Context: an optimization exercise on an open-source flow, tuned for small area, a short achievable clock period and few clock cycles. The choices shown serve that exercise and are no tape-out recipe.
Only simulation tests tie the RTL to the original design; equivalence was not proved.
Power is estimated from default activity; no workload was simulated.

===== design/flow/config.mk =====
export PLATFORM = sky130hd
export DESIGN_NAME = mips_multicycle
export DESIGN_NICKNAME = mips_multicycle
export VERILOG_FILES = /design/flow/design.v
export SDC_FILE = /design/flow/constraint.sdc
export NUM_CORES = 4
export LEC_CHECK = 0
export CAP_MARGIN = 20
export CORE_MARGIN = 2
export CORE_UTILIZATION = 40
export PLACE_DENSITY = 0.6
export SETUP_SLACK_MARGIN = 3.0
export SLEW_MARGIN = 20

===== design/flow/constraint.sdc =====
create_clock -name core_clock -period 6.5 [get_ports {clk}]
set_input_delay 1.3000 -clock core_clock [delete_from_list [all_inputs] [get_ports {clk}]]
set_output_delay 1.3000 -clock core_clock [all_outputs]
set_load 0.01 [all_outputs]

===== design/flow/design.v =====
module mips_multicycle(clk, rst, mem_read_data, mem_adr, mem_write_data, mem_read, mem_write);
  input clk, rst;
  input [31:0] mem_read_data;
  output [31:0] mem_adr;
  output [31:0] mem_write_data;
  output mem_read, mem_write;
  reg  [31:0] pc;
  reg         e_valid;
  reg         e_alu;       
  reg         e_lw, e_sw, e_beq, e_jr;
  reg         e_use_imm;
  reg         e_sub;       
  reg         e_and, e_or, e_slt;
  reg  [4:0]  e_rd, e_rs, e_rt;    
  reg  [15:0] e_imm;
  reg  [31:0] a, b;
  reg         hit_a, hit_b;
  reg  [31:0] r;
  reg  [4:0]  w_rd;
  reg         m_valid, m_lw;
  reg  [4:0]  m_rd;
  reg  [31:0] m_adr, m_wd;
  reg  [31:0] rf [1:31];
  reg  [31:1] rf_ok;       
  wire [31:0] ok = {rf_ok, 1'b0};
  wire [31:0] a_e = hit_a ? r : a;
  wire [31:0] b_e = hit_b ? r : b;
  wire [31:0] y   = e_use_imm ? {{16{e_imm[15]}}, e_imm} : b_e;
  wire [31:0] yx  = e_sub ? ~y : y;
  wire [33:0] sum_x = {1'b0, a_e, 1'b1} + {1'b0, yx, e_sub};
  wire [32:0] sum = sum_x[33:1];
  wire [31:0] alu_res = e_and ? (a_e & y) :
                        e_or  ? (a_e | y) :
                        e_slt ? {31'd0, ~sum[32]} : sum[31:0];
  wire        e_go    = e_valid & ~m_valid;
  wire        taken   = e_go & ((e_beq & (a_e == b_e)) | e_jr);
  wire [31:0] btarget = {pc[31:2] + {{14{e_imm[15]}}, e_imm}, 2'b00};
  wire [4:0]  e_wa    = (e_go & e_alu) ? e_rd : 5'd0;
  wire [31:0] ins   = mem_read_data;
  wire [5:0]  op    = ins[31:26];
  wire [4:0]  f_rs  = ins[25:21];
  wire [4:0]  f_rt  = ins[20:16];
  wire        f_r   = (op == 6'b000000);
  wire        f_addi= (op == 6'b001001);
  wire        f_slti= (op == 6'b001010);
  wire        f_lw  = (op == 6'b100011);
  wire        f_sw  = (op == 6'b101011);
  wire        f_beq = (op == 6'b000100);
  wire        f_j   = (op == 6'b000010);
  wire        f_jal = (op == 6'b000011);
  wire        f_jr  = (op == 6'b000110);
  wire [5:0]  fn    = ins[5:0];
  wire [31:0] pc4   = pc + 32'd4;
  wire [31:0] rs_v = (w_rd != 5'd0 && w_rd == f_rs) ? r : ok[f_rs] ? rf[f_rs] : 32'd0;
  wire [31:0] rt_v = (w_rd != 5'd0 && w_rd == f_rt) ? r : ok[f_rt] ? rf[f_rt] : 32'd0;
  wire [4:0]  rf_wa = m_valid ? (m_lw ? m_rd : 5'd0) : w_rd;
  wire [31:0] rf_wd = m_valid ? mem_read_data : r;
  integer i;
  always @(posedge clk) begin
    for (i = 1; i < 32; i = i + 1)
      if (rf_wa == i) rf[i] <= rf_wd;
    if (rst) rf_ok <= 31'd0;
    else if (rf_wa != 5'd0) rf_ok[rf_wa] <= 1'b1;
  end
  always @(posedge clk) begin
    r     <= alu_res;
    m_lw  <= e_lw;
    m_rd  <= e_rd;
    m_adr <= sum[31:0];
    m_wd  <= b_e;
  end
  always @(posedge clk) begin
    if (rst) begin
      pc      <= 32'd0;
      e_valid <= 1'b0;
      m_valid <= 1'b0;
      w_rd    <= 5'd0;
    end else if (m_valid) begin
      m_valid <= 1'b0;
      w_rd    <= 5'd0;
      if (m_lw && m_rd != 5'd0 && m_rd == e_rs) a <= mem_read_data;
      if (m_lw && m_rd != 5'd0 && m_rd == e_rt) b <= mem_read_data;
    end else begin
      m_valid <= e_valid & (e_lw | e_sw);
      w_rd    <= e_wa;
      if (taken) pc <= e_jr ? a_e : btarget;
      else if (f_j | f_jal) pc <= {pc4[31:28], ins[25:0], 2'b00};
      else pc <= pc4;
      e_valid   <= ~taken;
      e_alu     <= f_r | f_addi | f_slti | f_jal;
      e_lw      <= f_lw;
      e_sw      <= f_sw;
      e_beq     <= f_beq;
      e_jr      <= f_jr;
      e_use_imm <= f_addi | f_slti | f_lw | f_sw;
      e_sub     <= (f_r & (fn == 6'b100011 || fn == 6'b101010)) | f_slti;
      e_and     <= f_r & ~(fn == 6'b100000 || fn == 6'b100011 || fn == 6'b100101 || fn == 6'b101010);
      e_or      <= f_r & (fn == 6'b100101);
      e_slt     <= (f_r & (fn == 6'b101010)) | f_slti;
      e_rd      <= f_r ? ins[15:11] : f_jal ? 5'd31 : (f_addi | f_slti | f_lw) ? f_rt : 5'd0;
      e_rs      <= (f_j | f_jal) ? 5'd0 : f_rs;
      e_rt      <= (f_r | f_beq | f_sw) ? f_rt : 5'd0;
      e_imm     <= ins[15:0];
      hit_a     <= ~(f_j | f_jal) && e_wa != 5'd0 && e_wa == f_rs;
      hit_b     <= (f_r | f_beq | f_sw) && e_wa != 5'd0 && e_wa == f_rt;
      a         <= f_jal ? 32'd0 : rs_v;
      b         <= f_jal ? pc4 : rt_v;
    end
  end
  assign mem_adr        = m_valid ? m_adr : pc;
  assign mem_write_data = m_wd;
  assign mem_write      = m_valid & ~m_lw;
  assign mem_read       = ~mem_write;
endmodule

===== design/flow/run.sh =====
#!/bin/bash
# synth_recipe.tcl (not shown) runs the flow's synth.tcl, then flattens the netlist and writes it again
# the make line also repeats each setting of config.mk as NAME=value (left out here)
make -C /OpenROAD-flow-scripts/flow DESIGN_CONFIG=/design/flow/config.mk WORK_HOME=/design/flow/orfs CLKGATE_MAP_FILE= SYNTH_SCRIPT=/design/flow/synth_recipe.tcl finish

==> results of run 1 <==
## sequential cells by signal, indices dropped and copies added (netlist names), 5 cells and up
signal and flops:
rf 992, a 32, m_wd 32, m_rd 5, m_adr 32, e_rs 5, pc 32, e_rd 5
r 32, rf_ok 31, b 32, e_imm 16, e_rt 5, w_rd 5
## placed cells by master (no fill, tap or decap), types with 29 or more instances in the layout
| cell | Yosys | final |
|---|---|---|
| dfxtp_1 | 172 | 169 |
| inv_1 | 98 | 95 |
| a21oi_1 | 220 | 170 |
| buf_6 | 3 | 34 |
| ha_1 | 71 | 57 |
| clkbuf_1 | 266 | 32 |
| o21ai_0 | 181 | 118 |
| edfxtp_1 | 1099 | 1099 |
| mux2_4 | 1 | 29 |
| nor4_1 | 53 | 37 |
| nand3_1 | 138 | 127 |
| nand2_1 | 234 | 226 |
| and3_1 | 31 | 29 |
| buf_4 | 0 | 548 |
| a211oi_1 | 44 | 36 |
| o211ai_1 | 33 | 33 |
| a22o_1 | 154 | 154 |
| clkbuf_16 | 0 | 151 |
| a22oi_1 | 571 | 565 |
| nor2_1 | 322 | 217 |
| xor2_1 | 68 | 61 |
| mux2i_1 | 59 | 38 |
| clkdlybuf4s50_1 | 0 | 54 |
| nor3_1 | 101 | 85 |
| a21oi_2 | 0 | 47 |
| xnor2_1 | 122 | 107 |
| a221oi_1 | 156 | 146 |
| buf_12 | 0 | 109 |
| mux2_2 | 67 | 39 |
| nor2_4 | 0 | 106 |
| a222oi_1 | 57 | 57 |
| nand4_1 | 134 | 134 |
## metal layers
metal	vias up	GRT usage, %	part of all wire, %
li1	21100	-	-
met5	-	2.74	0.27
met3	2228	20.8	17
met4	40	30.8	11
met1	27500	47.3	33
met2	6586	55.2	39
## cell type report
type / instances / area (um^2)
sequential: 1271 / 36500
clock buffer: 183 / 3830
multi-input combinational: 3222 / 25000
fill: 12600 / 72800
tap: 2016 / 2520
inverter: 100 / 375
timing repair buffer: 808 / 8060
clock inverter: 71 / 683
antenna: 24 / 60.1
## report_power, final
group          internal (mW)  switching [mW]  total [mW]
Sequential              9.62           0.330        9.95
Combinational           1.54            2.68        4.22
Clock                   4.48            3.55        8.02
## per-stage QoR
step	util, %	hold WS, ns	cell area (um^2)	instances	worst slack (ns)
2_1_floorplan	-	0.343	60500	4934	2.86
3_3_place_gp	44.1	0.425	66000	6996	0.950
3_5_place_dp	44.2	0.412	66200	7002	0.824
4_1_cts	50.1	0.428	75100	7554	2.74
5_1_grt	51.4	0.449	77000	7685	2.59
6_report	51.4	0.430	77000	7695	2.70
## synthesized netlist by cell type, types with 98 or more instances
master	count	area [um^2]
edfxtp_1	1099	33000
a22oi_1	571	4290
nor2_1	322	1210
clkbuf_1	266	998
nand2_1	234	878
a21oi_1	220	1100
o21ai_0	181	906
dfxtp_1	172	3440
a221oi_1	156	1370
a22o_1	154	1350
nand3_1	138	691
nand4_1	134	838
xnor2_1	122	1070
nor3_1	101	505
inv_1	98	368
## kinds of logic (layout without fill, tap and decap cells)
| group | count (synthesis) | after routing | synth area share, % |
|---|---|---|---|
| AOI/OAI and AO/OA | 1636 | 1636 | 19.8 |
| DFF | 1271 | 1271 | 60.4 |
| and+or+nand+nor | 1171 | 1175 | 9.58 |
| xor gates and xnor gates | 191 | 191 | 2.79 |
| other | 0 | 24 | 0 |
| buffers and inverters | 445 | 1162 | 2.90 |
| muxes | 148 | 148 | 3.02 |
| adders and majority gates | 72 | 72 | 1.51 |
## worst max-delay path, cell delays in order, from the launching register on
cell and delay [ns]:
edfxtp_1 0.39, buf_6 0.18, buf_8 0.14, mux2_4 0.34, mux2i_4 0.19, xnor2_1 0.14, ha_1 0.26, a21o_1 0.19
a31o_4 0.21, a221o_1 0.36, buf_4 0.16, o21a_4 0.22, o31ai_4 0.17, nand2_2 0.09, xor2_2 0.22, a21oi_2 0.09
a311oi_2 0.35
## worst max path at each step
stage / endpoint / slack (ns) / cells past startpoint
final: r[12] / 2.70 / 16
after global routing: r[26] / 2.59 / 16
after CTS: r[24] / 2.74 / 16
after detailed placement: a[5] / 0.82 / 14
after global placement: a[21] / 0.95 / 12
after floorplan: r[26] / 2.86 / 17
## timing repair
action                                   CTS  global route
gates resized for setup                  352           223
setup buffers                            289           106
hold buffers                               0             0
endpoints found under the setup margin  1009           339
pin swaps                                136           113
gates cloned                               9             8
==> results by group, run 1 <==
Status
  – Status: timing/DRC/antenna clean

Detailed routing
  – Post-route ant nets: 0
  – Residual DRC: 0
  – Drt wl/cell: 41.8 um
  – Vias per std cell: between 7 and 8
  – Total number of vias: between 50k and 60k
  – Pre-antenna DRT Iters: 20
  – Detailed Route Iter0 Violations: 14.0k
  – Final WL: 322 mm

CTS
  – Cts bufs inserted: 139
  – Clock Sink Count: between 1k and 1.5k
  – CTS Buffer Depth: 3
  – CTS clk-pin slew, worst paths: about 0.070 ns
  – CTS tree: done
  – Clock Tree Root: clkbuf_16
  – CTS HTree Levels: 4
  – Clk Latency, worst-skew pair: 0.84 ns

Worst setup path
  – Worst setup startpoint: hit_b
  – Crit-path max FO: 5
  – Reg-to-Reg End: r[12]
  – CP Launch Type: register
  – Worst EP required: 7.22 ns
  – CP endpoint kind: register
  – Reg-to-reg setup timing slack: 2.70 ns
  – Critical Path AT: 4.51 ns
  – FF-to-FF Start: hit_b
  – R2r worst-path depth: 16
  – Critical path type: register to register

STA
  – Setup Skew: 0.0455 ns
  – Setup Viol. Count Final: 0
  – Period minus WS final: 3.80 ns
  – Pins Over Slew Limit: 0
  – RSZ-0062 raised after global routing: yes
  – Setup TNS Final: 0 ns
  – Peak Freq: ~260 MHz
  – Measured slew at the worst slew-check pin: around 1.2 ns
  – Slew headroom: 20.0%
  – Hold Vio Cnt, Final: 0
  – Fin crit share: around three fifths

Synth
  – Post-synth top flop: edfxtp_1
  – Synth cell types: 85
  – Mean Syn Cell Area: ~12 um^2
  – #FFs+latches synth: 1271
  – Yosys warns: 34
  – Post-synth EDFFs: approximately 1.1k
  – Post-Syn Area: 0.0603 mm^2
  – Syn Nets: 5040
  – Register area share after synthesis: 60.4%
  – Post-Syn Instances: 4934
  – Async set-reset flop share out of synthesis: 0%

GRT
  – Gr ovfl total: 0
  – All-Layer GR Usage: about two fifths
  – Largest net degree at the start of global routing: between 60 and 70
  – First-pass GRT wire length: 428 mm
  – Number of global-route vias before repair: 52.2k
  – Antenna violations before repair: 27

Placed design
  – Final HPWL DP: between 150 and 200 mm
  – Placer Congestion: 1.07
  – Port bufs: just under 100

Floorplan
  – Height of the die: approximately 400 um
  – Die ar.: roughly 0.15 mm^2
  – Initial Util: between 40% and 50%
  – Core area: 0.150 mm^2
  – DIE WIDTH: 392 um
  – Row cnt: 142
  – I/O pins: 100

Power and ir drop
  – Max VDD drop: 0.000307 V
  – Leakage: 26.7 nW
  – Tot Pwr: 22.2 mW
  – Cell Pwr Density: 288 mW/mm^2

Finish
  – P&R area growth vs syn: 27.7%
  – Nets: 5648
  – Share of cells above drive strength 1: 25.8%

Hold path
  – Hold Crit Start: e_rd[1]
  – HP Class: register to register
  – Worst Hold Path Cells: 0
  – Worst Hold Endpoint: m_rd[1]

Run
  – Maxcap violations: 0
Testbench counts, summed over its fixed seeds: cycles 34,184.
==> inputs of run 2 (changes only) <==
--- a/design/flow/design.v
+++ b/design/flow/design.v
@@ -6,3 +6,4 @@
   output mem_read, mem_write;
-  reg  [31:0] pc;
+  reg  [31:0] pc;          
+  reg  [31:0] adr;         
   reg         e_valid;
@@ -10,3 +11,2 @@
   reg         e_lw, e_sw, e_beq, e_jr;
-  reg         e_use_imm;
   reg         e_sub;       
@@ -15,9 +15,9 @@
   reg  [15:0] e_imm;
-  reg  [31:0] a, b;
-  reg         hit_a, hit_b;
+  reg  [31:0] a, b, sd;    
+  reg         hit_a, hit_b, hit_sd;
   reg  [31:0] r;
   reg  [4:0]  w_rd;
-  reg         m_valid, m_lw;
+  reg         m_valid, m_lw, mw;
   reg  [4:0]  m_rd;
-  reg  [31:0] m_adr, m_wd;
+  reg  [31:0] m_wd;
   reg  [31:0] rf [1:31];
@@ -26,4 +26,3 @@
   wire [31:0] a_e = hit_a ? r : a;
-  wire [31:0] b_e = hit_b ? r : b;
-  wire [31:0] y   = e_use_imm ? {{16{e_imm[15]}}, e_imm} : b_e;
+  wire [31:0] y   = hit_b ? r : b;
   wire [31:0] yx  = e_sub ? ~y : y;
@@ -35,3 +34,4 @@
   wire        e_go    = e_valid & ~m_valid;
-  wire        taken   = e_go & ((e_beq & (a_e == b_e)) | e_jr);
+  wire        e_mem   = e_go & (e_lw | e_sw);
+  wire        taken   = e_go & ((e_beq & (a_e == y)) | e_jr);
   wire [31:0] btarget = {pc[31:2] + {{14{e_imm[15]}}, e_imm}, 2'b00};
@@ -51,4 +51,7 @@
   wire        f_jr  = (op == 6'b000110);
+  wire        f_imm = f_addi | f_slti | f_lw | f_sw;
   wire [5:0]  fn    = ins[5:0];
   wire [31:0] pc4   = pc + 32'd4;
+  wire [31:0] pc_n  = taken ? (e_jr ? a_e : btarget) :
+                      (f_j | f_jal) ? {pc4[31:28], ins[25:0], 2'b00} : pc4;
   wire [31:0] rs_v = (w_rd != 5'd0 && w_rd == f_rs) ? r : ok[f_rs] ? rf[f_rs] : 32'd0;
@@ -68,4 +71,3 @@
     m_rd  <= e_rd;
-    m_adr <= sum[31:0];
-    m_wd  <= b_e;
+    m_wd  <= hit_sd ? r : sd;
   end
@@ -74,4 +76,6 @@
       pc      <= 32'd0;
+      adr     <= 32'd0;
       e_valid <= 1'b0;
       m_valid <= 1'b0;
+      mw      <= 1'b0;
       w_rd    <= 5'd0;
@@ -79,11 +83,16 @@
       m_valid <= 1'b0;
+      mw      <= 1'b0;
+      adr     <= pc;
       w_rd    <= 5'd0;
       if (m_lw && m_rd != 5'd0 && m_rd == e_rs) a <= mem_read_data;
-      if (m_lw && m_rd != 5'd0 && m_rd == e_rt) b <= mem_read_data;
+      if (m_lw && m_rd != 5'd0 && m_rd == e_rt) begin
+        if (e_sw) sd <= mem_read_data;
+        else      b  <= mem_read_data;
+      end
     end else begin
-      m_valid <= e_valid & (e_lw | e_sw);
+      m_valid <= e_mem;
+      mw      <= e_go & e_sw;
+      adr     <= e_mem ? sum[31:0] : pc_n;
       w_rd    <= e_wa;
-      if (taken) pc <= e_jr ? a_e : btarget;
-      else if (f_j | f_jal) pc <= {pc4[31:28], ins[25:0], 2'b00};
-      else pc <= pc4;
+      pc        <= pc_n;
       e_valid   <= ~taken;
@@ -94,3 +103,2 @@
       e_jr      <= f_jr;
-      e_use_imm <= f_addi | f_slti | f_lw | f_sw;
       e_sub     <= (f_r & (fn == 6'b100011 || fn == 6'b101010)) | f_slti;
@@ -104,11 +112,13 @@
       hit_a     <= ~(f_j | f_jal) && e_wa != 5'd0 && e_wa == f_rs;
-      hit_b     <= (f_r | f_beq | f_sw) && e_wa != 5'd0 && e_wa == f_rt;
+      hit_b     <= (f_r | f_beq) && e_wa != 5'd0 && e_wa == f_rt;
+      hit_sd    <= f_sw && e_wa != 5'd0 && e_wa == f_rt;
       a         <= f_jal ? 32'd0 : rs_v;
-      b         <= f_jal ? pc4 : rt_v;
+      b         <= f_jal ? pc4 : f_imm ? {{16{ins[15]}}, ins[15:0]} : rt_v;
+      sd        <= rt_v;
     end
   end
-  assign mem_adr        = m_valid ? m_adr : pc;
+  assign mem_adr        = adr;
   assign mem_write_data = m_wd;
-  assign mem_write      = m_valid & ~m_lw;
-  assign mem_read       = ~mem_write;
+  assign mem_write      = mw;
+  assign mem_read       = ~mw;
 endmodule
--- a/design/flow/config.mk
+++ b/design/flow/config.mk
@@ -11,3 +11,3 @@
 export PLACE_DENSITY = 0.6
-export SETUP_SLACK_MARGIN = 3.0
+export SETUP_SLACK_MARGIN = 3.5
 export SLEW_MARGIN = 20
==> results by group, run 2 <==
Placed design
  – Post-place setup slack: 0.958 ns (was 0.824 ns)
  – Dpl cells: 7192 (was 7002)
  – Port bufs: 99 (unchanged)
  – Placer Congestion: 1.01 (was 1.07)
  – Final HPWL DP: 195 mm (was 196 mm)

Detailed routing
  – Vias per std cell: 7.39 (was 7.47)
  – Total number of vias: 60.1k (was 57.5k)
  – Final WL: 347 mm (was 322 mm)
  – Post-route ant nets: 0 (unchanged)
  – Detailed Route Iter0 Violations: 13.8k (was 14.0k)
  – Drt wl/cell: 42.7 um (was 41.8 um)
  – Residual DRC: 0 (unchanged)
  – Pre-antenna DRT Iters: 14 (was 20)

Worst setup path
  – Reg-to-Reg End: r[28] (was r[12])
  – FF-to-FF Start: hit_a (was hit_b)
  – Critical Path AT: 4.39 ns (was 4.51 ns)
  – Crit-path max FO: 7 (was 5)
  – Critical path type: register to register (unchanged)
  – Worst EP required: 7.20 ns (was 7.22 ns)
  – Reg-to-reg setup timing slack: 2.81 ns (was 2.70 ns)
  – CP endpoint kind: register (unchanged)
  – R2r worst-path depth: 13 (was 16)
  – CP Launch Type: register (unchanged)

Status
  – Status: timing/DRC/antenna clean (unchanged)

STA
  – Setup Viol. Count Final: 0 (unchanged)
  – Measured slew at the worst slew-check pin: 1.19 ns (was 1.20 ns)
  – Period minus WS final: 3.69 ns (was 3.80 ns)
  – Setup ws final: 2.81 ns (was 2.70 ns)
  – Pins Over Slew Limit: 0 (unchanged)
  – Slew headroom: 20.8% (was 20.0%)
  – Peak Freq: 271 MHz (was 263 MHz)
  – Setup Skew: 0.0503 ns (was 0.0455 ns)
  – RSZ-0062 raised after global routing: yes (unchanged)
  – Setup TNS Final: 0 ns (unchanged)
  – Hold Vio Cnt, Final: 0 (unchanged)
  – Fin crit share: 56.7% (was 58.4%)

Synth
  – Post-synth EDFFs: 1131 (was 1099)
  – Largest family of logic cells by synthesized area: compound AO/OA/AOI/OAI gates (unchanged)
  – Async set-reset flop share out of synthesis: 0% (unchanged)
  – Post-Syn Area: 0.0625 mm^2 (was 0.0603 mm^2)
  – Synth Area in Compound Gates: 19.7% (was 19.8%)
  – Area share of xor/xnor cells in the synthesized design: 1.86% (was 2.79%)
  – Post-synth top flop: edfxtp_1 (unchanged)
  – Commonest cells in the netlist: 1131 x edfxtp_1, 596 x a22oi_1, 330 x nand2_1 (was 1099 x edfxtp_1, 571 x a22oi_1, 322 x nor2_1)
  – Mux contribution to synthesized area: 2.77% (was 3.02%)
  – Post-Syn Instances: 5124 (was 4934)
  – Post-synth top area share: 54.3% (was 54.7%)
  – Synth cell types: 108 (was 85)
  – Syn Nets: 5294 (was 5040)
  – Ranking of synthesized cells by area: edfxtp_1 54%, a22oi_1 7.2%, dfxtp_1 5.5%, ha_1 2.7%, a22o_1 2.1% (was edfxtp_1 55%, a22oi_1 7.1%, dfxtp_1 5.7%, a221oi_1 2.3%, a22o_1 2.2%)
  – Simple-Gate Fraction of Synth Area: 9.56% (was 9.58%)
  – Post-synthesis adder-cell area fraction: 2.73% (was 1.51%)
  – Yosys warns: 34 (unchanged)
  – #FFs+latches synth: 1304 (was 1271)
  – Register area share after synthesis: 59.8% (was 60.4%)
  – Mean Syn Cell Area: 12.2 um^2 (about the same)
  – Area leader, netlist: edfxtp_1 (unchanged)
  – Most numerous cell in the Yosys netlist: edfxtp_1 (unchanged)

Finish
  – P&R area growth vs syn: 36.7% (was 27.7%)
  – Multi-input logic area: 0.0288 mm^2 (was 0.0250 mm^2)
  – Reg area: 0.0374 mm^2 (was 0.0365 mm^2)
  – Max FFs per register: 992 (unchanged)
  – Nets: 6101 (was 5648)
  – Leading cell types in the layout, fill and taps excluded: 1131 x edfxtp_1, 557 x a22oi_1, 524 x buf_4 (was 1099 x edfxtp_1, 565 x a22oi_1, 548 x buf_4)
  – Top reg by flops: rf (unchanged)
  – Fin util: 54.9% (was 51.4%)
  – Commonest non-fill, non-tap cell in the layout: edfxtp_1 (unchanged)
  – Share of cells above drive strength 1: 33.5% (was 25.8%)
  – Number of fill cells: 12.6k (about the same)
  – Non-Filler Instances: 8141 (was 7695)

Power and ir drop
  – Cell Pwr Density: 275 mW/mm^2 (was 288 mW/mm^2)
  – Max VDD drop: 0.000286 V (was 0.000307 V)
  – Leakage: 30.6 nW (was 26.7 nW)

GRT
  – Number of global-route vias before repair: 54.2k (was 52.2k)
  – All-Layer GR Usage: 41.0% (was 40.3%)
  – First-pass GRT wire length: 449 mm (was 428 mm)
  – Gr ovfl total: 0 (unchanged)
  – Largest net degree at the start of global routing: 66 (was 65)
  – Antenna violations before repair: 36 (was 27)

Hold path
  – Hold Crit Start: sd[4] (was e_rd[1])
  – Worst Hold Path Cells: 1 (was 0)
  – HP Class: register to register (unchanged)
  – Worst Hold Endpoint: m_wd[4] (was m_rd[1])

CTS
  – CTS HTree Levels: 4 (unchanged)
  – Clock Tree Root: clkbuf_16 (unchanged)
  – Clk Latency, worst-skew pair: 0.86 ns (was 0.84 ns)
  – Cts bufs inserted: 144 (was 139)
  – CTS Buffer Depth: 3 (unchanged)
  – Clock Sink Count: 1304 (was 1271)
  – CTS clk-pin slew, worst paths: 0.06 ns (was 0.07 ns)
  – CTS tree: done (unchanged)

Floorplan
  – Core area: 0.156 mm^2 (was 0.150 mm^2)
  – Row cnt: 145 (was 142)
  – Initial Util: 40.2% (was 40.3%)
  – DIE WIDTH: 399 um (was 392 um)
  – Die ar.: 0.160 mm^2 (was 0.154 mm^2)
  – I/O pins: 100 (unchanged)
  – Height of the die: 399 um (was 392 um)

Run
  – Maxcap violations: 0 (unchanged)
[run 2: worst max-delay path by stage]
stage	depth (start not counted)	end	from
final	13	r[28]	hit_a
after global routing	17	adr[20]	hit_a
after CTS	17	r[28]	hit_b
after detailed placement	10	b[19]	mem_read_data[16]
after global placement	10	b[19]	mem_read_data[16]
after floorplan	11	b[15]	mem_read_data[16]
[run 2: repair_timing]
action                     in CTS  in global routing
setup endpoints to repair    1241                348
buffers inserted              423                192
cloned                         23                 12
hold buffers                    0                  0
pin swaps                     244                350
resized for setup             780                512
[run 2: area by class of cell]
| class | instances | share of cell area (%) |
|---|---|---|
| clock buffer | 187 | 4.56 |
| multi-input combinational | 3319 | 33.6 |
| tap | 2058 | 3.01 |
| antenna | 35 | 0.102 |
| timing repair buffer | 1012 | 13.3 |
| clock inverter | 76 | 0.944 |
| inverter | 150 | 0.683 |
| sequential | 1304 | 43.8 |
[run 2: report_power, final]
part	internal (mW)	switching, mW	leakage, nW	total (mW)
clock	4.66	3.71	2.28	8.37
combinational	1.91	3.10	16.5	5.01
sequential	9.81	0.309	11.9	10.1
[run 2: stage by stage]
stage / hold slack, ns / power, mW / cell area [um^2]
6_report: 0.463 / 23.5 / 85500
5_1_grt: 0.493 / 23.9 / 85500
4_1_cts: 0.473 / 22.8 / 80900
3_5_place_dp: 0.463 / 13.7 / 68300
3_3_place_gp: 0.458 / 13.7 / 68200
2_1_floorplan: 0.382 / 12.3 / 63900
[run 2: cells by family after synthesis]
| group | Yosys count |
|---|---|
| flops | 1304 |
| simple gates | 1229 |
| compound gates | 1671 |
| xor+xnor | 133 |
| buf+inv | 508 |
| mux | 143 |
| fa+ha+maj | 136 |
[run 2: per-layer routing]
layer	part of all wire, %	routed length (um)	GRT usage [%]	vias up
met4	11	38100	31.2	42
li1	-	-	-	22200
met2	40	137000	57.8	6715
met3	17	58800	20.2	2427
met1	32	112000	47.3	28700
met5	0.36	1240	2.94	-
[run 2: critical path: stages (launching register included)]
cell,delay [ns]
edfxtp_1,0.38
buf_4,0.25
mux2i_4,0.39
inv_1,0.16
ha_4,0.38
nand3_2,0.16
or4_4,0.58
nor2_2,0.16
o31ai_4,0.09
buf_6,0.15
a21oi_2,0.16
mux2i_2,0.30
a21oi_2,0.13
a211o_1,0.27
Testbench counts of run 2, summed over its fixed seeds: cycles 34,184.
==> inputs of run 3 (changes only) <==
--- a/design/flow/design.v
+++ b/design/flow/design.v
@@ -16,3 +16,2 @@
   reg  [31:0] a, b, sd;    
-  reg         hit_a, hit_b, hit_sd;
   reg  [31:0] r;
@@ -24,8 +23,22 @@
   reg  [31:1] rf_ok;       
-  wire [31:0] ok = {rf_ok, 1'b0};
-  wire [31:0] a_e = hit_a ? r : a;
-  wire [31:0] y   = hit_b ? r : b;
+  wire [31:0] a_e = a;
+  wire [31:0] y   = b;
   wire [31:0] yx  = e_sub ? ~y : y;
-  wire [33:0] sum_x = {1'b0, a_e, 1'b1} + {1'b0, yx, e_sub};
-  wire [32:0] sum = sum_x[33:1];
+  wire [32:0] kg [0:6];
+  wire [32:0] kp [0:6];
+  assign kg[0] = {a_e & yx, e_sub};
+  assign kp[0] = {a_e ^ yx, 1'b0};
+  genvar ks, kb;
+  generate for (ks = 0; ks < 6; ks = ks + 1) begin : kst
+    for (kb = 0; kb < 33; kb = kb + 1) begin : kbt
+      if (kb >= (1 << ks)) begin : c
+        assign kg[ks+1][kb] = kg[ks][kb] | (kp[ks][kb] & kg[ks][kb - (1 << ks)]);
+        assign kp[ks+1][kb] = kp[ks][kb] & kp[ks][kb - (1 << ks)];
+      end else begin : p
+        assign kg[ks+1][kb] = kg[ks][kb];
+        assign kp[ks+1][kb] = kp[ks][kb];
+      end
+    end
+  end endgenerate
+  wire [32:0] sum = {kg[6][32], (a_e ^ yx) ^ kg[6][31:0]};    
   wire [31:0] alu_res = e_and ? (a_e & y) :
@@ -54,6 +67,20 @@
   wire [31:0] pc4   = pc + 32'd4;
+  wire        hit_a = e_wa != 5'd0 && e_wa == f_rs;    
+  wire        hit_b = e_wa != 5'd0 && e_wa == f_rt;
+  reg  [31:0] rs_v, rt_v;
+  reg  [31:1] rd_ok;
+  integer k;
+  always @(*) begin
+    for (k = 1; k < 32; k = k + 1) rd_ok[k] = rf_ok[k] & (w_rd != k);
+    rs_v = r & {32{w_rd != 5'd0 && w_rd == f_rs}};
+    rt_v = r & {32{w_rd != 5'd0 && w_rd == f_rt}};
+    for (k = 1; k < 32; k = k + 1) begin
+      rs_v = rs_v | (rf[k] & {32{f_rs == k && rd_ok[k]}});
+      rt_v = rt_v | (rf[k] & {32{f_rt == k && rd_ok[k]}});
+    end
+  end
+  wire        f_jr_go = f_jr & ~hit_a;
   wire [31:0] pc_n  = taken ? (e_jr ? a_e : btarget) :
+                      f_jr_go ? rs_v :
                       (f_j | f_jal) ? {pc4[31:28], ins[25:0], 2'b00} : pc4;
-  wire [31:0] rs_v = (w_rd != 5'd0 && w_rd == f_rs) ? r : ok[f_rs] ? rf[f_rs] : 32'd0;
-  wire [31:0] rt_v = (w_rd != 5'd0 && w_rd == f_rt) ? r : ok[f_rt] ? rf[f_rt] : 32'd0;
   wire [4:0]  rf_wa = m_valid ? (m_lw ? m_rd : 5'd0) : w_rd;
@@ -71,3 +98,3 @@
     m_rd  <= e_rd;
-    m_wd  <= hit_sd ? r : sd;
+    m_wd  <= sd;
   end
@@ -102,3 +129,3 @@
       e_beq     <= f_beq;
-      e_jr      <= f_jr;
+      e_jr      <= f_jr & hit_a;
       e_sub     <= (f_r & (fn == 6'b100011 || fn == 6'b101010)) | f_slti;
@@ -111,8 +138,5 @@
       e_imm     <= ins[15:0];
-      hit_a     <= ~(f_j | f_jal) && e_wa != 5'd0 && e_wa == f_rs;
-      hit_b     <= (f_r | f_beq) && e_wa != 5'd0 && e_wa == f_rt;
-      hit_sd    <= f_sw && e_wa != 5'd0 && e_wa == f_rt;
-      a         <= f_jal ? 32'd0 : rs_v;
-      b         <= f_jal ? pc4 : f_imm ? {{16{ins[15]}}, ins[15:0]} : rt_v;
-      sd        <= rt_v;
+      a         <= f_jal ? 32'd0 : hit_a ? alu_res : rs_v;
+      b         <= f_jal ? pc4 : f_imm ? {{16{ins[15]}}, ins[15:0]} : hit_b ? alu_res : rt_v;
+      sd        <= hit_b ? alu_res : rt_v;
     end
--- a/design/flow/config.mk
+++ b/design/flow/config.mk
@@ -11,3 +11,3 @@
 export PLACE_DENSITY = 0.6
-export SETUP_SLACK_MARGIN = 3.5
+export SETUP_SLACK_MARGIN = 2.6
 export SLEW_MARGIN = 20
==> results by group, run 3 <==
Synth
  – Simple-Gate Fraction of Synth Area: 9.14% (was 9.56%)
  – Post-synth top area share: 54.7% (was 54.3%)
  – Async set-reset flop share out of synthesis: 0% (unchanged)
  – Post-synthesis adder-cell area fraction: 2.76% (was 2.73%)
  – Ranking of synthesized cells by area: edfxtp_1 55%, a22oi_1 8.5%, dfxtp_1 5.6%, ha_1 2.7%, a221oi_1 2.4% (was edfxtp_1 54%, a22oi_1 7.2%, dfxtp_1 5.5%, ha_1 2.7%, a22o_1 2.1%)
  – Synth Area in Compound Gates: 22.2% (was 19.7%)
  – Register area share after synthesis: 60.3% (was 59.8%)
  – #FFs+latches synth: 1301 (was 1304)
  – Mean Syn Cell Area: 12.3 um^2 (was 12.2 um^2)
  – Commonest cells in the netlist: 1128 x edfxtp_1, 705 x a22oi_1, 264 x nand2_1 (was 1131 x edfxtp_1, 596 x a22oi_1, 330 x nand2_1)
  – Post-synth EDFFs: 1128 (was 1131)
  – Post-synth top flop: edfxtp_1 (unchanged)
  – Area share of xor/xnor cells in the synthesized design: 1.81% (was 1.86%)
  – Area leader, netlist: edfxtp_1 (unchanged)
  – Post-Syn Area: 0.0620 mm^2 (was 0.0625 mm^2)
  – Syn Nets: 5226 (was 5294)
  – Post-Syn Instances: 5056 (was 5124)
  – Most numerous cell in the Yosys netlist: edfxtp_1 (unchanged)
  – Yosys warns: 2 (was 34)
  – Mux contribution to synthesized area: 0.380% (was 2.77%)
  – Synth cell types: 91 (was 108)
  – Largest family of logic cells by synthesized area: compound AO/OA/AOI/OAI gates (unchanged)

Detailed routing
  – Total number of vias: 55.9k (was 60.1k)
  – Post-route ant nets: 0 (unchanged)
  – Drt wl/cell: 42.8 um (was 42.7 um)
  – Pre-antenna DRT Iters: 10 (was 14)
  – Detailed Route Iter0 Violations: 12.2k (was 13.8k)
  – Vias per std cell: 7.48 (was 7.39)
  – Final WL: 320 mm (was 347 mm)
  – Residual DRC: 0 (unchanged)

Placed design
  – Post-place setup slack: 0.694 ns (was 0.958 ns)
  – Post-DP Area: 0.0677 mm^2 (was 0.0683 mm^2)
  – Dpl cells: 7112 (was 7192)
  – Placer Congestion: 1.01 (about the same)
  – Final HPWL DP: 186 mm (was 195 mm)
  – Port bufs: 99 (unchanged)

GRT
  – Number of global-route vias before repair: 51.1k (was 54.2k)
  – Antenna violations before repair: 16 (was 36)
  – First-pass GRT wire length: 428 mm (was 449 mm)
  – Gr ovfl total: 0 (unchanged)
  – Largest net degree at the start of global routing: 63 (was 66)
  – All-Layer GR Usage: 39.2% (was 41.0%)

Floorplan
  – Initial Util: 40.3% (was 40.2%)
  – Die ar.: 0.158 mm^2 (was 0.160 mm^2)
  – Core area: 0.154 mm^2 (was 0.156 mm^2)
  – Row cnt: 144 (was 145)
  – Height of the die: 398 um (was 399 um)
  – DIE WIDTH: 398 um (was 399 um)
  – I/O pins: 100 (unchanged)

STA
  – Measured slew at the worst slew-check pin: 1.19 ns (about the same)
  – Setup Skew: 0.0372 ns (was 0.0503 ns)
  – Peak Freq: 252 MHz (was 271 MHz)
  – Slew headroom: 20.7% (was 20.8%)
  – Fin crit share: 61.0% (was 56.7%)
  – RSZ-0062 raised after global routing: yes (unchanged)
  – Period minus WS final: 3.97 ns (was 3.69 ns)
  – WHS: 0.342 ns (was 0.463 ns)
  – Setup ws final: 2.53 ns (was 2.81 ns)
  – Hold Vio Cnt, Final: 0 (unchanged)
  – Setup Viol. Count Final: 0 (unchanged)
  – Setup TNS Final: 0 ns (unchanged)
  – Pins Over Slew Limit: 0 (unchanged)

Run
  – Maxcap violations: 0 (unchanged)

Power and ir drop
  – Cell Pwr Density: 271 mW/mm^2 (was 275 mW/mm^2)
  – Max VDD drop: 0.000258 V (was 0.000286 V)
  – Tot Pwr: 20.2 mW (was 23.5 mW)
  – Leakage: 24.8 nW (was 30.6 nW)

Finish
  – Top reg by flops: rf (unchanged)
  – Final design area excluding fillers: 0.0743 mm^2 (was 0.0855 mm^2)
  – Commonest non-fill, non-tap cell in the layout: edfxtp_1 (unchanged)
  – Nets: 5475 (was 6101)
  – Fin util: 48.3% (was 54.9%)
  – Max FFs per register: 992 (unchanged)
  – Share of cells above drive strength 1: 16.1% (was 33.5%)
  – Non-Filler Instances: 7476 (was 8141)
  – Leading cell types in the layout, fill and taps excluded: 1128 x edfxtp_1, 702 x a22oi_1, 265 x buf_4 (was 1131 x edfxtp_1, 557 x a22oi_1, 524 x buf_4)
  – P&R area growth vs syn: 20.0% (was 36.7%)

Worst setup path
  – Critical Path AT: 4.64 ns (was 4.39 ns)
  – FF-to-FF Start: e_sub (was hit_a)
  – R2r worst-path depth: 16 (was 13)
  – Critical path type: input port to register (was register to register)
  – Crit-path max FO: 32 (was 7)
  – Worst setup startpoint: mem_read_data[16] (was hit_a)
  – Setup crit end: sd[18] (was r[28])
  – Worst EP required: 7.17 ns (was 7.20 ns)
  – CP Launch Type: input port (was register)
  – CP endpoint kind: register (unchanged)
  – Reg-to-Reg End: sd[22] (was r[28])
  – Reg-to-reg setup timing slack: 2.58 ns (was 2.81 ns)

CTS
  – Clock Tree Root: clkbuf_16 (unchanged)
  – CTS clk-pin slew, worst paths: 0.06 ns (about the same)
  – CTS HTree Levels: 4 (unchanged)
  – Clock Sink Count: 1301 (was 1304)
  – Cts bufs inserted: 139 (was 144)
  – CTS tree: done (unchanged)
  – Clk Latency, worst-skew pair: 0.82 ns (was 0.86 ns)
  – CTS Buffer Depth: 3 (unchanged)
  – # hold bufs at CTS: 0 (unchanged)

Status
  – Status: timing/DRC/antenna clean (unchanged)

Hold path
  – HP Class: register to register (unchanged)
[run 3: changes by cell type after synthesis, moves of 36 or more]
cell,previous run,this run
mux2_2,51,4
nand2_1,330,264
mux2i_1,73,19
clkbuf_1,176,217
a22oi_1,596,705
nor2_1,306,214
xnor2_1,89,50
a221oi_1,137,173
a21oi_1,248,163
nand4_1,126,199
o21ai_0,143,207
a222oi_1,53,0
[run 3: timing repair]
action	4_1_cts	5_1_grt
gates cloned	3	1
resized for setup	179	100
buffers inserted	48	44
setup endpoints to repair	208	150
pin swaps	30	31
[run 3: worst min-delay path by stage]
stage | startpoint | endpoint | slack (ns) | cells after the start
2_1_floorplan | sd[0] | m_wd[0] | 0.32 | 0
3_3_place_gp | sd[6] | m_wd[6] | 0.33 | 0
3_5_place_dp | sd[1] | m_wd[1] | 0.33 | 0
4_1_cts | sd[22] | m_wd[22] | 0.35 | 0
5_1_grt | sd[22] | m_wd[22] | 0.36 | 0
6_report | sd[6] | m_wd[6] | 0.34 | 0
[run 3: worst max-delay path: stages]
cell and delay, ns:
clkdlybuf4s15_2 0.33, buf_4 0.23, or3b_2 0.58, a2111oi_2 0.44, buf_12 0.45, a22o_1 0.20, a221oi_1 0.05, nand4_1 0.10
or4_1 0.35, o21ai_0 0.18, o21ai_0 0.21, buf_4 0.18
[run 3: logic make-up (layout without fill, tap and decap cells)]
group,count (synthesis),count (layout)
compound gates,1837,1837
xor+xnor,128,128
other cells,0,14
fa+ha+maj,136,136
mux,23,23
simple gates,1101,1101
buf+inv,530,892
flops,1301,1301
[run 3: power breakdown]
part | total [mW] | switching [mW] | internal, mW
Clock | 8.25 | 3.59 | 4.66
Sequential | 9.74 | 0.242 | 9.49
Combinational | 2.19 | 1.49 | 0.698
[run 3: final cells by class]
type | count | area [um^2]
well taps | 2044 | 2560
multi-input cells | 3225 | 24400
flip-flops and latches | 1301 | 37300
fillers | 13600 | 79500
inverters | 185 | 698
repair buffers | 453 | 4650
clock buffers | 177 | 3800
clock inverters | 77 | 847
diodes | 14 | 35.0
[run 3: routing by layer]
layer  global-route usage, %  wire (um)
met1                    47.0     107000
met5                   0.787        479
met3                    17.9      52500
met4                    26.6      29900
met2                    56.2     130000
Testbench counts of run 3, summed over its fixed seeds: cycles 33,395.
==> inputs of run 4 (changes only) <==
--- a/design/flow/config.mk
+++ b/design/flow/config.mk
@@ -11,3 +11,4 @@
 export PLACE_DENSITY = 0.6
-export SETUP_SLACK_MARGIN = 2.6
+export SETUP_SLACK_MARGIN = 3.5
 export SLEW_MARGIN = 20
+export TNS_END_PERCENT = 0
==> results by group, run 4 <==
CTS
  – CTS Buffer Depth: 3 (unchanged)
  – Cts bufs inserted: 139 (unchanged)
  – CTS clk-pin slew, worst paths: 0.07 ns (was 0.06 ns)
  – CTS tree: done (unchanged)
  – Clk Latency, worst-skew pair: 0.83 ns (was 0.82 ns)
  – # hold bufs at CTS: 0 (unchanged)
  – CTS HTree Levels: 4 (unchanged)
  – Clock Tree Root: clkbuf_16 (unchanged)
  – Clock Sink Count: 1301 (unchanged)

GRT
  – Gr ovfl total: 0 (unchanged)
  – Largest net degree at the start of global routing: 58 (was 63)
  – Antenna violations before repair: 26 (was 16)
  – Number of global-route vias before repair: 51.8k (was 51.1k)
  – First-pass GRT wire length: 437 mm (was 428 mm)
  – All-Layer GR Usage: 40.3% (was 39.2%)

Worst setup path
  – Critical Path Stages: 12 (unchanged)
  – R2r worst-path depth: 15 (was 16)
  – Reg-to-reg setup timing slack: 2.58 ns (about the same)
  – Reg-to-Reg End: b[22] (was sd[22])
  – Crit-path max FO: 32 (unchanged)
  – FF-to-FF Start: e_sub (unchanged)
  – Critical path type: input port to register (unchanged)
  – Setup crit end: adr[26] (was sd[18])
  – Crit path cell chain: clkdlybuf4s15_2 > nand3_2 > a2111oi_4 > buf_12 > a22oi_1 > nand4_1 > nor3_1 > a2111oi_0 > buf_4 > nor3_1 > o21ai_1 > a2bb2oi_1 (was clkdlybuf4s15_2 > buf_4 > or3b_2 > a2111oi_2 > buf_12 > a22o_1 > a221oi_1 > nand4_1 > or4_1 > o21ai_0 > o21ai_0 > buf_4)
  – Slowest stage delay, CP: 0.50 ns (was 0.58 ns)
  – Crit path buf inv count: 3 (was 4)
  – CP Launch Type: input port (unchanged)
  – CP top delay family: compound AO/OA/AOI/OAI gates (was buffers and inverters)
  – Worst setup startpoint: mem_read_data[23] (was mem_read_data[16])
  – CP endpoint kind: register (unchanged)
  – Critical Path AT: 4.74 ns (was 4.64 ns)
  – Worst EP required: 7.24 ns (was 7.17 ns)
  – Most used cell along the critical path: nor3_1
  – CP max-delay cell: a2111oi_4 (was or3b_2)

Synth
  – Mean Syn Cell Area: 12.3 um^2 (unchanged)
  – Syn Nets: 5226 (unchanged)
  – Async set-reset flop share out of synthesis: 0% (unchanged)
  – #FFs+latches synth: 1301 (unchanged)
  – Yosys warns: 2 (unchanged)
  – Post-synth top area share: 54.7% (unchanged)
  – Post-Syn Instances: 5056 (unchanged)
  – Register area share after synthesis: 60.3% (unchanged)
  – Post-synth top flop: edfxtp_1 (unchanged)
  – Post-synth EDFFs: 1128 (unchanged)
  – Synth cell types: 91 (unchanged)
  – Commonest cells in the netlist: 1128 x edfxtp_1, 705 x a22oi_1, 264 x nand2_1 (unchanged)
  – Ranking of synthesized cells by area: edfxtp_1 55%, a22oi_1 8.5%, dfxtp_1 5.6%, ha_1 2.7%, a221oi_1 2.4% (unchanged)
  – Post-Syn Area: 0.0620 mm^2 (unchanged)
  – Area leader, netlist: edfxtp_1 (unchanged)
  – Most numerous cell in the Yosys netlist: edfxtp_1 (unchanged)

STA
  – Hold Vio Cnt, Final: 0 (unchanged)
  – Period minus WS final: 3.99 ns (was 3.97 ns)
  – Slew headroom: 18.3% (was 20.7%)
  – Setup ws final: 2.51 ns (was 2.53 ns)
  – RSZ-0062 raised after global routing: yes (unchanged)
  – Measured slew at the worst slew-check pin: 1.22 ns (was 1.19 ns)
  – Pins Over Slew Limit: 0 (unchanged)
  – Setup Viol. Count Final: 0 (unchanged)
  – Fin crit share: 61.4% (was 61.0%)
  – WHS: 0.341 ns (was 0.342 ns)
  – Setup Skew: 0.0406 ns (was 0.0372 ns)
  – Setup TNS Final: 0 ns (unchanged)
  – Peak Freq: 250 MHz (was 252 MHz)

Placed design
  – Post-DP Area: 0.0680 mm^2 (was 0.0677 mm^2)
  – Dpl cells: 7133 (was 7112)
  – Post-place setup slack: 0.614 ns (was 0.694 ns)
  – Final HPWL DP: 194 mm (was 186 mm)
  – Placer Congestion: 0.996 (was 1.01)
  – Port bufs: 99 (unchanged)

Power and ir drop
  – Leakage: 24.8 nW (about the same)
  – Max VDD drop: 0.000282 V (was 0.000258 V)
  – Tot Pwr: 20.3 mW (was 20.2 mW)
  – Cell Pwr Density: 273 mW/mm^2 (was 271 mW/mm^2)

Detailed routing
  – Residual DRC: 0 (unchanged)
  – Detailed Route Iter0 Violations: 11.9k (was 12.2k)
  – Vias per std cell: 7.46 (was 7.48)
  – Post-route ant nets: 0 (unchanged)
  – Total number of vias: 55.8k (was 55.9k)
  – Final WL: 328 mm (was 320 mm)
  – Drt wl/cell: 43.8 um (was 42.8 um)
  – Pre-antenna DRT Iters: 12 (was 10)

Finish
  – Max FFs per register: 992 (unchanged)
  – Final design area excluding fillers: 0.0744 mm^2 (was 0.0743 mm^2)
  – P&R area growth vs syn: 20.1% (was 20.0%)
  – Nets: 5483 (was 5475)
  – Fin util: 48.3% (about the same)
  – Leading cell types in the layout, fill and taps excluded: 1128 x edfxtp_1, 701 x a22oi_1, 283 x buf_4 (was 1128 x edfxtp_1, 702 x a22oi_1, 265 x buf_4)
  – Share of cells above drive strength 1: 15.7% (was 16.1%)
  – Top reg by flops: rf (unchanged)
  – Commonest non-fill, non-tap cell in the layout: edfxtp_1 (unchanged)
  – Non-Filler Instances: 7481 (was 7476)

Floorplan
  – DIE WIDTH: 398 um (unchanged)
  – Initial Util: 40.3% (unchanged)
  – Height of the die: 398 um (unchanged)
  – Row cnt: 144 (unchanged)
  – I/O pins: 100 (unchanged)
  – Die ar.: 0.158 mm^2 (unchanged)
  – Core area: 0.154 mm^2 (unchanged)

Hold path
  – Hold Crit Start: sd[8] (was sd[6])
  – HP Class: register to register (unchanged)

Status
  – Status: timing/DRC/antenna clean (unchanged)

Run
  – Maxcap violations: 0 (unchanged)
[run 4: changes by cell type in the layout (fill, tap and decap cells not counted), moves of 6 or more]
cell / change
or4_1: +8
or4_4: -8
a2111oi_4: +18
buf_4: +18
o21ai_0: +8
a2111oi_2: -21
o21ai_2: -6
[run 4: where the power goes]
part	switching [mW]	total [mW]	leakage, nW	internal [mW]
Clock	3.57	8.34	2.29	4.76
Sequential	0.233	9.73	11.8	9.49
Combinational	1.51	2.21	10.7	0.704
Total	5.31	20.3	24.8	15.0
[run 4: timing repair]
item	in CTS	in global routing
gates resized for setup	180	48
pin swaps	40	25
endpoints found under the setup margin	1403	1419
cloned	0	0
setup buffers	66	16
[run 4: metal layers]
metal,GRT usage [%],part of all wire [%],up-vias
li1,-,-,21100
met1,47.4,33,26900
met2,58.4,41,6010
met3,17.4,16,1874
met4,29.2,9.8,34
met5,1.33,0.17,-
[run 4: cell families after synthesis]
logic type / count (synthesis) / share of synthesized area (%)
and+or+nand+nor: 1101 / 9.14
buffers and inverters: 530 / 3.44
muxes: 23 / 0.380
AOI/OAI and AO/OA: 1837 / 22.2
DFF: 1301 / 60.3
xor gates and xnor gates: 128 / 1.81
adders and majority gates: 136 / 2.76
[run 4: worst min-delay path by stage]
stage,end,cells past startpoint
3_5_place_dp,m_wd[8],0
2_1_floorplan,m_wd[0],0
3_3_place_gp,m_wd[25],0
6_report,m_wd[8],0
5_1_grt,m_wd[8],0
4_1_cts,m_wd[8],0
[run 4: area by class of cell]
class	count	area, um^2
well taps	2044	2560
repair buffers	461	4580
clock inverters	80	931
clock buffers	175	3780
multi-input cells	3225	24500
inverters	185	702
diodes	10	25.0
fillers	13500	79500
flip-flops and latches	1301	37300
==> inputs of run 5 (changes only) <==
--- a/design/flow/design.v
+++ b/design/flow/design.v
@@ -81,3 +81,4 @@
   end
-  wire        f_jr_go = f_jr & ~hit_a;
+  wire        ld_hit  = e_go & e_lw & (e_rd != 5'd0) & (e_rd == f_rs);
+  wire        f_jr_go = f_jr & ~hit_a & ~ld_hit;
   wire [31:0] pc_n  = taken ? (e_jr ? a_e : btarget) :
@@ -129,3 +130,3 @@
       e_beq     <= f_beq;
-      e_jr      <= f_jr & hit_a;
+      e_jr      <= f_jr & (hit_a | ld_hit);
       e_sub     <= (f_r & (fn == 6'b100011 || fn == 6'b101010)) | f_slti;
--- a/design/flow/config.mk
+++ b/design/flow/config.mk
@@ -10,5 +10,6 @@
 export CORE_UTILIZATION = 40
+export CTS_BUF_LIST = sky130_fd_sc_hd__clkbuf_8
+export CTS_CLUSTER_SIZE = 30
 export PLACE_DENSITY = 0.6
-export SETUP_SLACK_MARGIN = 3.5
+export SETUP_SLACK_MARGIN = 2.6
 export SLEW_MARGIN = 20
-export TNS_END_PERCENT = 0
==> results by group, run 5 <==
Power and ir drop
  – Combinational power share: 11.6% (was 10.9%)
  – Internal Power: 14.1 mW (was 15.0 mW)
  – Clock power frac: 38.1% (was 41.1%)
  – Max VDD drop: 0.000185 V (was 0.000282 V)
  – Leakage: 24.8 nW (about the same)
  – Net Sw Frac: 27.5% (was 26.2%)
  – Part of the power in registers: 50.3% (was 48.0%)
  – Tot Pwr: 19.4 mW (was 20.3 mW)
  – P_sw: 5.34 mW (was 5.31 mW)
  – Cell Pwr Density: 264 mW/mm^2 (was 273 mW/mm^2)

Synth
  – Async set-reset flop share out of synthesis: 0% (unchanged)
  – Most numerous cell in the Yosys netlist: edfxtp_1 (unchanged)
  – Register area share after synthesis: 60.7% (was 60.3%)
  – Post-synth top flop: edfxtp_1 (unchanged)
  – Yosys warns: 2 (unchanged)
  – Ranking of synthesized cells by area: edfxtp_1 55%, dfxtp_1 5.6%, a22oi_1 5.5%, a221oi_1 4.0%, a22o_1 3.8% (was edfxtp_1 55%, a22oi_1 8.5%, dfxtp_1 5.6%, ha_1 2.7%, a221oi_1 2.4%)
  – Commonest cells in the netlist: 1128 x edfxtp_1, 451 x a22oi_1, 278 x a221oi_1 (was 1128 x edfxtp_1, 705 x a22oi_1, 264 x nand2_1)
  – Post-Syn Area: 0.0615 mm^2 (was 0.0620 mm^2)
  – Post-synth EDFFs: 1128 (unchanged)
  – Synth cell types: 86 (was 91)
  – Syn Nets: 5132 (was 5226)
  – Post-Syn Instances: 4962 (was 5056)
  – Post-synth top area share: 55.1% (was 54.7%)
  – #FFs+latches synth: 1301 (unchanged)
  – Area leader, netlist: edfxtp_1 (unchanged)
  – Mean Syn Cell Area: 12.4 um^2 (was 12.3 um^2)

Finish
  – P&R area growth vs syn: 19.2% (was 20.1%)
  – Multi-input logic area: 0.0242 mm^2 (was 0.0245 mm^2)
  – Share of cells above drive strength 1: 17.0% (was 15.7%)
  – Nets: 5418 (was 5483)
  – Non-Filler Instances: 7476 (was 7481)
  – Commonest non-fill, non-tap cell in the layout: edfxtp_1 (unchanged)
  – Leading cell types in the layout, fill and taps excluded: 1128 x edfxtp_1, 451 x a22oi_1, 272 x a221oi_1 (was 1128 x edfxtp_1, 701 x a22oi_1, 283 x buf_4)
  – Number of fill cells: 13.3k (was 13.5k)
  – Final design area excluding fillers: 0.0733 mm^2 (was 0.0744 mm^2)
  – Reg area: 0.0373 mm^2 (about the same)
  – Max FFs per register: 992 (unchanged)
  – Fin util: 48.2% (was 48.3%)
  – Top reg by flops: rf (unchanged)

Worst setup path
  – Critical path type: register to register (was input port to register)
  – Crit path buf inv count: 3 (unchanged)
  – CP Launch Type: register (was input port)
  – Crit-path max FO: 6 (was 32)
  – Slowest stage delay, CP: 0.53 ns (was 0.50 ns)
  – CP top delay family: simple AND/OR/NAND/NOR gates (was compound AO/OA/AOI/OAI gates)
  – Reg-to-Reg End: sd[26] (was b[22])
  – Worst EP required: 7.34 ns (was 7.24 ns)
  – Reg-to-reg setup timing slack: 2.42 ns (was 2.58 ns)
  – Crit path cell chain: buf_6 > buf_12 > xor2_2 > ha_4 > nand2_2 > or4_4 > or4_4 > o211a_4 > a21o_4 > or3_4 > a32oi_4 > o21ai_2 > o21ai_2 > buf_6 (was clkdlybuf4s15_2 > nand3_2 > a2111oi_4 > buf_12 > a22oi_1 > nand4_1 > nor3_1 > a2111oi_0 > buf_4 > nor3_1 > o21ai_1 > a2bb2oi_1)
  – FF-to-FF Start: e_sub (unchanged)
  – Critical Path AT: 4.92 ns (was 4.74 ns)
  – CP endpoint kind: register (unchanged)
  – CP max-delay cell: or4_4 (was a2111oi_4)
  – R2r worst-path depth: 14 (was 15)

STA
  – Period minus WS final: 4.08 ns (was 3.99 ns)
  – Pins Over Slew Limit: 0 (unchanged)
  – Slew headroom: 20.2% (was 18.3%)
  – Hold Vio Cnt, Final: 0 (unchanged)
  – Setup Skew: 0.0579 ns (was 0.0406 ns)
  – Measured slew at the worst slew-check pin: 1.19 ns (was 1.22 ns)
  – Fin crit share: 62.7% (was 61.4%)
  – Setup TNS Final: 0 ns (unchanged)
  – Setup ws final: 2.42 ns (was 2.51 ns)
  – Setup Viol. Count Final: 0 (unchanged)
  – WHS: 0.343 ns (was 0.341 ns)
  – RSZ-0062 raised after global routing: yes (unchanged)
  – Peak Freq: 245 MHz (was 250 MHz)

Hold path
  – Worst Hold Path Cells: 0 (unchanged)
  – Worst Hold Endpoint: m_wd[21] (was m_wd[8])
  – HP Class: register to register (unchanged)
  – Hold Crit Start: sd[21] (was sd[8])

Detailed routing
  – Residual DRC: 0 (unchanged)
  – Final WL: 310 mm (was 328 mm)
  – Total number of vias: 55.2k (was 55.8k)
  – Detailed Route Iter0 Violations: 11.7k (was 11.9k)
  – Drt wl/cell: 41.4 um (was 43.8 um)
  – Pre-antenna DRT Iters: 12 (unchanged)
  – Vias per std cell: 7.39 (was 7.46)
  – Post-route ant nets: 0 (unchanged)

Placed design
  – Placer Congestion: 1.01 (was 0.996)
  – Dpl cells: 6970 (was 7133)
  – Post-DP Area: 0.0668 mm^2 (was 0.0680 mm^2)
  – Post-place setup slack: 0.629 ns (was 0.614 ns)
  – Port bufs: 99 (unchanged)
  – Final HPWL DP: 179 mm (was 194 mm)

Floorplan
  – Initial Util: 40.4% (was 40.3%)
  – Height of the die: 396 um (was 398 um)
  – Row cnt: 143 (was 144)
  – I/O pins: 100 (unchanged)
  – DIE WIDTH: 396 um (was 398 um)
  – Core area: 0.152 mm^2 (was 0.154 mm^2)
  – Die ar.: 0.157 mm^2 (was 0.158 mm^2)

CTS
  – Cts bufs inserted: 207 (was 139)
  – Clock Sink Count: 1301 (unchanged)
  – CTS Buffer Depth: 3 (unchanged)
  – CTS tree: done (unchanged)
  – CTS clk-pin slew, worst paths: 0.06 ns (was 0.07 ns)
  – CTS HTree Levels: 4 (unchanged)
  – Clk Latency, worst-skew pair: 1.01 ns (was 0.83 ns)
  – Clock Tree Root: clkbuf_8 (was clkbuf_16)
  – # hold bufs at CTS: 0 (unchanged)

GRT
  – Antenna violations before repair: 17 (was 26)
  – All-Layer GR Usage: 38.1% (was 40.3%)
  – Number of global-route vias before repair: 50.9k (was 51.8k)
  – Gr ovfl total: 0 (unchanged)
  – Largest net degree at the start of global routing: 80 (was 58)
  – First-pass GRT wire length: 415 mm (was 437 mm)

Run
  – Maxcap violations: 0 (unchanged)

Status
  – Status: timing/DRC/antenna clean (unchanged)
## run 5: changes by cell type after synthesis, moves of 31 or more
cell / change
nor3_1: -40
a222oi_1: +31
a221oi_1: +105
a21oi_1: +31
a22oi_1: -254
a22o_1: +102
## run 5: routing by layer
layer	part of all wire, %	GRT usage [%]
met5	0.19	1.72
met4	9.2	26.2
met3	16	16.1
met2	41	54.9
met1	34	45.7
## run 5: area by class of cell
type	instances	area share (%)
sequential	1301	50.9
multi-input combinational	3144	32.9
timing repair buffer	414	5.87
clock buffer	220	4.13
tap	2030	3.46
clock inverter	165	1.66
inverter	180	0.922
antenna	22	0.0751
## run 5: repair_timing
item                                    4_1_cts  5_1_grt
pin swaps                                    37       64
endpoints found under the setup margin      448      168
setup buffers                                63       34
gates resized for setup                     188      140
cloned                                        1        1
## run 5: worst reg2reg max path, cell delays in order, from the launching register on
cell and delay [ns]:
edfxtp_1 0.38, buf_6 0.16, buf_12 0.16, xor2_2 0.20, ha_4 0.29, nand2_2 0.08, or4_4 0.53, or4_4 0.53
o211a_4 0.22, a21o_4 0.25, or3_4 0.40, a32oi_4 0.30, o21ai_2 0.11, o21ai_2 0.17, buf_6 0.16
## run 5: logic make-up (layout without fill, tap and decap cells)
| group | after synthesis | after routing | share of synthesized area, % |
|---|---|---|---|
| AOI/OAI and AO/OA | 1778 | 1778 | 21.9 |
| xor gates and xnor gates | 138 | 138 | 1.96 |
| adders and majority gates | 136 | 136 | 2.78 |
| buffers and inverters | 517 | 979 | 3.34 |
| DFF | 1301 | 1301 | 60.7 |
| muxes | 36 | 36 | 0.588 |
| other | 0 | 22 | 0 |
| and+or+nand+nor | 1056 | 1056 | 8.74 |
## run 5: power by group through the flow
stage	registers [mW]	clock network [mW]	logic, mW
3_5_place_dp	9.90	0	1.88
4_1_cts	9.73	7.37	2.03
2_1_floorplan	9.82	0	1.06
3_3_place_gp	9.90	0	1.87
5_1_grt	9.75	7.73	2.36
6_report	9.76	7.38	2.25
## run 5: worst max path at each step
stage	slack [ns]	endpoint	cells past startpoint	from
finish	2.42	sd[26]	14	e_sub
global route	2.41	sd[26]	14	e_sub
CTS	2.31	sd[26]	13	e_sub
detailed placement	0.63	adr[26]	11	mem_read_data[23]
global placement	0.58	adr[26]	11	mem_read_data[23]
floorplan	2.59	b[11]	11	mem_read_data[18]
Testbench counts of run 5, summed over its fixed seeds: cycles 33,395.
==> inputs of run 6 (changes only) <==
==> design/flow/flow/run.sh (new file) <==
#!/bin/bash
# Layout: the standard flow (standard synthesis and ORFS steps unchanged), with two
# placement/sizing options: the port buffers are sky130_fd_sc_hd__buf_4 instead of the
# delay cell buffer_ports picks by default, and the sizer may change a cell's footprint.
# make's full output goes to make.log in this folder; ORFS keeps its per-step logs in orfs/logs.
set -euo pipefail
bash standard.sh MATCH_CELL_FOOTPRINT=0 "BUFFER_PORTS_ARGS=-buffer_cell sky130_fd_sc_hd__buf_4" finish > make.log 2>&1
==> design/flow/standard.sh (new file) <==
#!/bin/bash
# synth_recipe.tcl (not shown) runs the flow's synth.tcl, then flattens the netlist and writes it again
# the make line also repeats each setting of config.mk as NAME=value (left out here)
make -C /OpenROAD-flow-scripts/flow DESIGN_CONFIG=/design/flow/config.mk WORK_HOME=/design/flow/orfs CLKGATE_MAP_FILE= SYNTH_SCRIPT=/design/flow/synth_recipe.tcl "${@:-finish}"
removed: design/flow/run.sh
==> results by group, run 6 <==
Finish
  – Reg area: 0.0374 mm^2 (was 0.0373 mm^2)
  – Nets: 5368 (was 5418)
  – Commonest non-fill, non-tap cell in the layout: edfxtp_1 (unchanged)
  – Share of cells above drive strength 1: 16.7% (was 17.0%)
  – Max FFs per register: 992 (unchanged)
  – Leading cell types in the layout, fill and taps excluded: 1128 x edfxtp_1, 451 x a22oi_1, 286 x buf_4 (was 1128 x edfxtp_1, 451 x a22oi_1, 272 x a221oi_1)
  – Multi-input logic area: 0.0236 mm^2 (was 0.0242 mm^2)
  – Non-Filler Instances: 7420 (was 7476)
  – Top reg by flops: rf (unchanged)
  – P&R area growth vs syn: 17.1% (was 19.2%)

Hold path
  – Worst Hold Endpoint: m_wd[29] (was m_wd[21])

STA
  – Period minus WS final: 4.06 ns (was 4.08 ns)
  – Hold Vio Cnt, Final: 0 (unchanged)
  – Pins Over Slew Limit: 0 (unchanged)
  – RSZ-0062 raised after global routing: yes (unchanged)
  – Setup Viol. Count Final: 0 (unchanged)
  – Setup ws final: 2.44 ns (was 2.42 ns)
  – Setup TNS Final: 0 ns (unchanged)

Synth
  – #FFs+latches synth: 1301 (unchanged)
  – Post-synth EDFFs: 1128 (unchanged)
  – Area leader, netlist: edfxtp_1 (unchanged)
  – Post-synth top area share: 55.1% (unchanged)
  – Ranking of synthesized cells by area: edfxtp_1 55%, dfxtp_1 5.6%, a22oi_1 5.5%, a221oi_1 4.0%, a22o_1 3.8% (unchanged)
  – Register area share after synthesis: 60.7% (unchanged)
  – Post-Syn Area: 0.0615 mm^2 (unchanged)
  – Mean Syn Cell Area: 12.4 um^2 (unchanged)
  – Synth cell types: 86 (unchanged)
  – Post-synth top flop: edfxtp_1 (unchanged)
  – Most numerous cell in the Yosys netlist: edfxtp_1 (unchanged)
  – Async set-reset flop share out of synthesis: 0% (unchanged)
  – Yosys warns: 2 (unchanged)

Worst setup path
  – Critical path type: register to register (unchanged)
  – CP max-delay cell: or3_1 (was or4_4)
  – Reg-to-Reg End: adr[0] (was sd[26])
  – CP endpoint kind: register (unchanged)
  – Crit path cell chain: and3b_2 > a2111oi_4 > buf_4 > a22o_1 > a221oi_1 > nand4_1 > or3_1 > a222oi_1 > o211ai_1 > and2_1 (was buf_6 > buf_12 > xor2_2 > ha_4 > nand2_2 > or4_4 > or4_4 > o211a_4 > a21o_4 > or3_4 > a32oi_4 > o21ai_2 > o21ai_2 > buf_6)
  – Reg-to-reg setup timing slack: 2.44 ns (was 2.42 ns)
  – FF-to-FF Start: w_rd[3] (was e_sub)
  – CP top delay family: compound AO/OA/AOI/OAI gates (was simple AND/OR/NAND/NOR gates)
  – R2r worst-path depth: 10 (was 14)

GRT
  – All-Layer GR Usage: 38.8% (was 38.1%)
  – Number of global-route vias before repair: 51.1k (was 50.9k)
  – Antenna violations before repair: 13 (was 17)
  – Largest net degree at the start of global routing: 61 (was 80)
  – Gr ovfl total: 0 (unchanged)
  – First-pass GRT wire length: 421 mm (was 415 mm)

CTS
  – CTS tree: done (unchanged)
  – CTS Buffer Depth: 3 (unchanged)
  – Clock Sink Count: 1301 (unchanged)
  – # hold bufs at CTS: 0 (unchanged)
  – CTS HTree Levels: 4 (unchanged)

Status
  – Status: timing/DRC/antenna clean (unchanged)

Placed design
  – Post-DP Area: 0.0666 mm^2 (was 0.0668 mm^2)
  – Final HPWL DP: 184 mm (was 179 mm)
  – Placer Congestion: 0.984 (was 1.01)
  – Dpl cells: 6956 (was 6970)
  – Port bufs: 99 (unchanged)

Power and ir drop
  – Leakage: 24.6 nW (was 24.8 nW)
  – Combinational power share: 11.0% (was 11.6%)
  – P_sw: 5.27 mW (was 5.34 mW)
  – Cell Pwr Density: 267 mW/mm^2 (was 264 mW/mm^2)
  – Max VDD drop: 0.000214 V (was 0.000185 V)
  – Net Sw Frac: 27.4% (was 27.5%)
  – Part of the power in registers: 50.8% (was 50.3%)
  – Internal Power: 14.0 mW (was 14.1 mW)

Detailed routing
  – Total number of vias: 55.1k (was 55.2k)
  – Detailed Route Iter0 Violations: 12.2k (was 11.7k)
  – Final WL: 315 mm (was 310 mm)

Floorplan
  – Core area: 0.152 mm^2 (unchanged)
  – DIE WIDTH: 396 um (unchanged)

Run
  – Maxcap violations: 0 (unchanged)
run 6: cell counts after synthesis:
No cell type changed its count.
run 6: worst register-to-register path: stages (launching register included):
cell and delay, ns:
dfxtp_2 0.59, and3b_2 0.51, a2111oi_4 0.14, buf_4 0.37, a22o_1 0.34, a221oi_1 0.25, nand4_1 0.14, or3_1 0.60
a222oi_1 0.56, o211ai_1 0.23, and2_1 0.21
run 6: how the worst max path moves through the flow:
stage                     cells past startpoint       to              start
after global placement                       11  adr[31]  mem_read_data[21]
after floorplan                              11    b[11]  mem_read_data[18]
after detailed placement                     11  adr[31]  mem_read_data[21]
after global routing                         15    b[30]              e_sub
after CTS                                    13   sd[25]              e_sub
final                                        10   adr[0]            w_rd[3]
run 6: power groups by stage:
stage               sequential (mW)  combinational [mW]  clock (mW)
finish                         9.75                2.11        7.36
detailed placement             9.90                1.86           0
floorplan                      9.82                1.06           0
global route                   9.75                2.22        7.70
CTS                            9.73                1.97        7.35
global placement               9.91                1.84           0
run 6: timing repair:
| item | CTS | global route |
|---|---|---|
| pin swaps | 24 | 20 |
| endpoints found under the hold margin | 0 | 0 |
| setup buffers | 37 | 21 |
| gates resized for setup | 101 | 78 |
| setup endpoints to repair | 327 | 140 |
| gates cloned | 2 | 0 |
run 6: cells by family (layout without fill, tap and decap cells):
kind of cell               Yosys count  in the layout  share of synthesized area (%)
buffers and inverters              517            930                           3.34
DFF                               1301           1301                           60.7
adders and majority gates          136            136                           2.78
other                                0             15                              0
muxes                               36             36                          0.588
AOI/OAI and AO/OA                 1778           1778                           21.9
xor gates and xnor gates           138            138                           1.96
and+or+nand+nor                   1056           1056                           8.74
run 6: metal layers:
metal / routed length (um) / up-vias / global-route usage (%)
met5: 376 / - / 0.339
met1: 106000 / 26600 / 46.3
met4: 27900 / 20 / 26.5
li1: - / 20700 / -
met3: 51000 / 1748 / 17.6
met2: 130000 / 5978 / 55.9
run 6: metrics by stage:
step | util (%) | hold WS, ns
after floorplan | - | 0.323
after global placement | 43.6 | 0.326
after detailed placement | 43.7 | 0.327
after CTS | 47.0 | 0.341
after global routing | 47.3 | 0.345
final | 47.3 | 0.340
run 6: layout make-up:
| type | instances | area share, % |
|---|---|---|
| repair buffers | 362 | 5.03 |
| flip-flops and latches | 1301 | 51.8 |
| multi-input cells | 3144 | 32.8 |
| diodes | 15 | 0.0521 |
| clock buffers | 227 | 4.33 |
| well taps | 2030 | 3.52 |
| clock inverters | 161 | 1.54 |
| inverters | 180 | 0.937 |
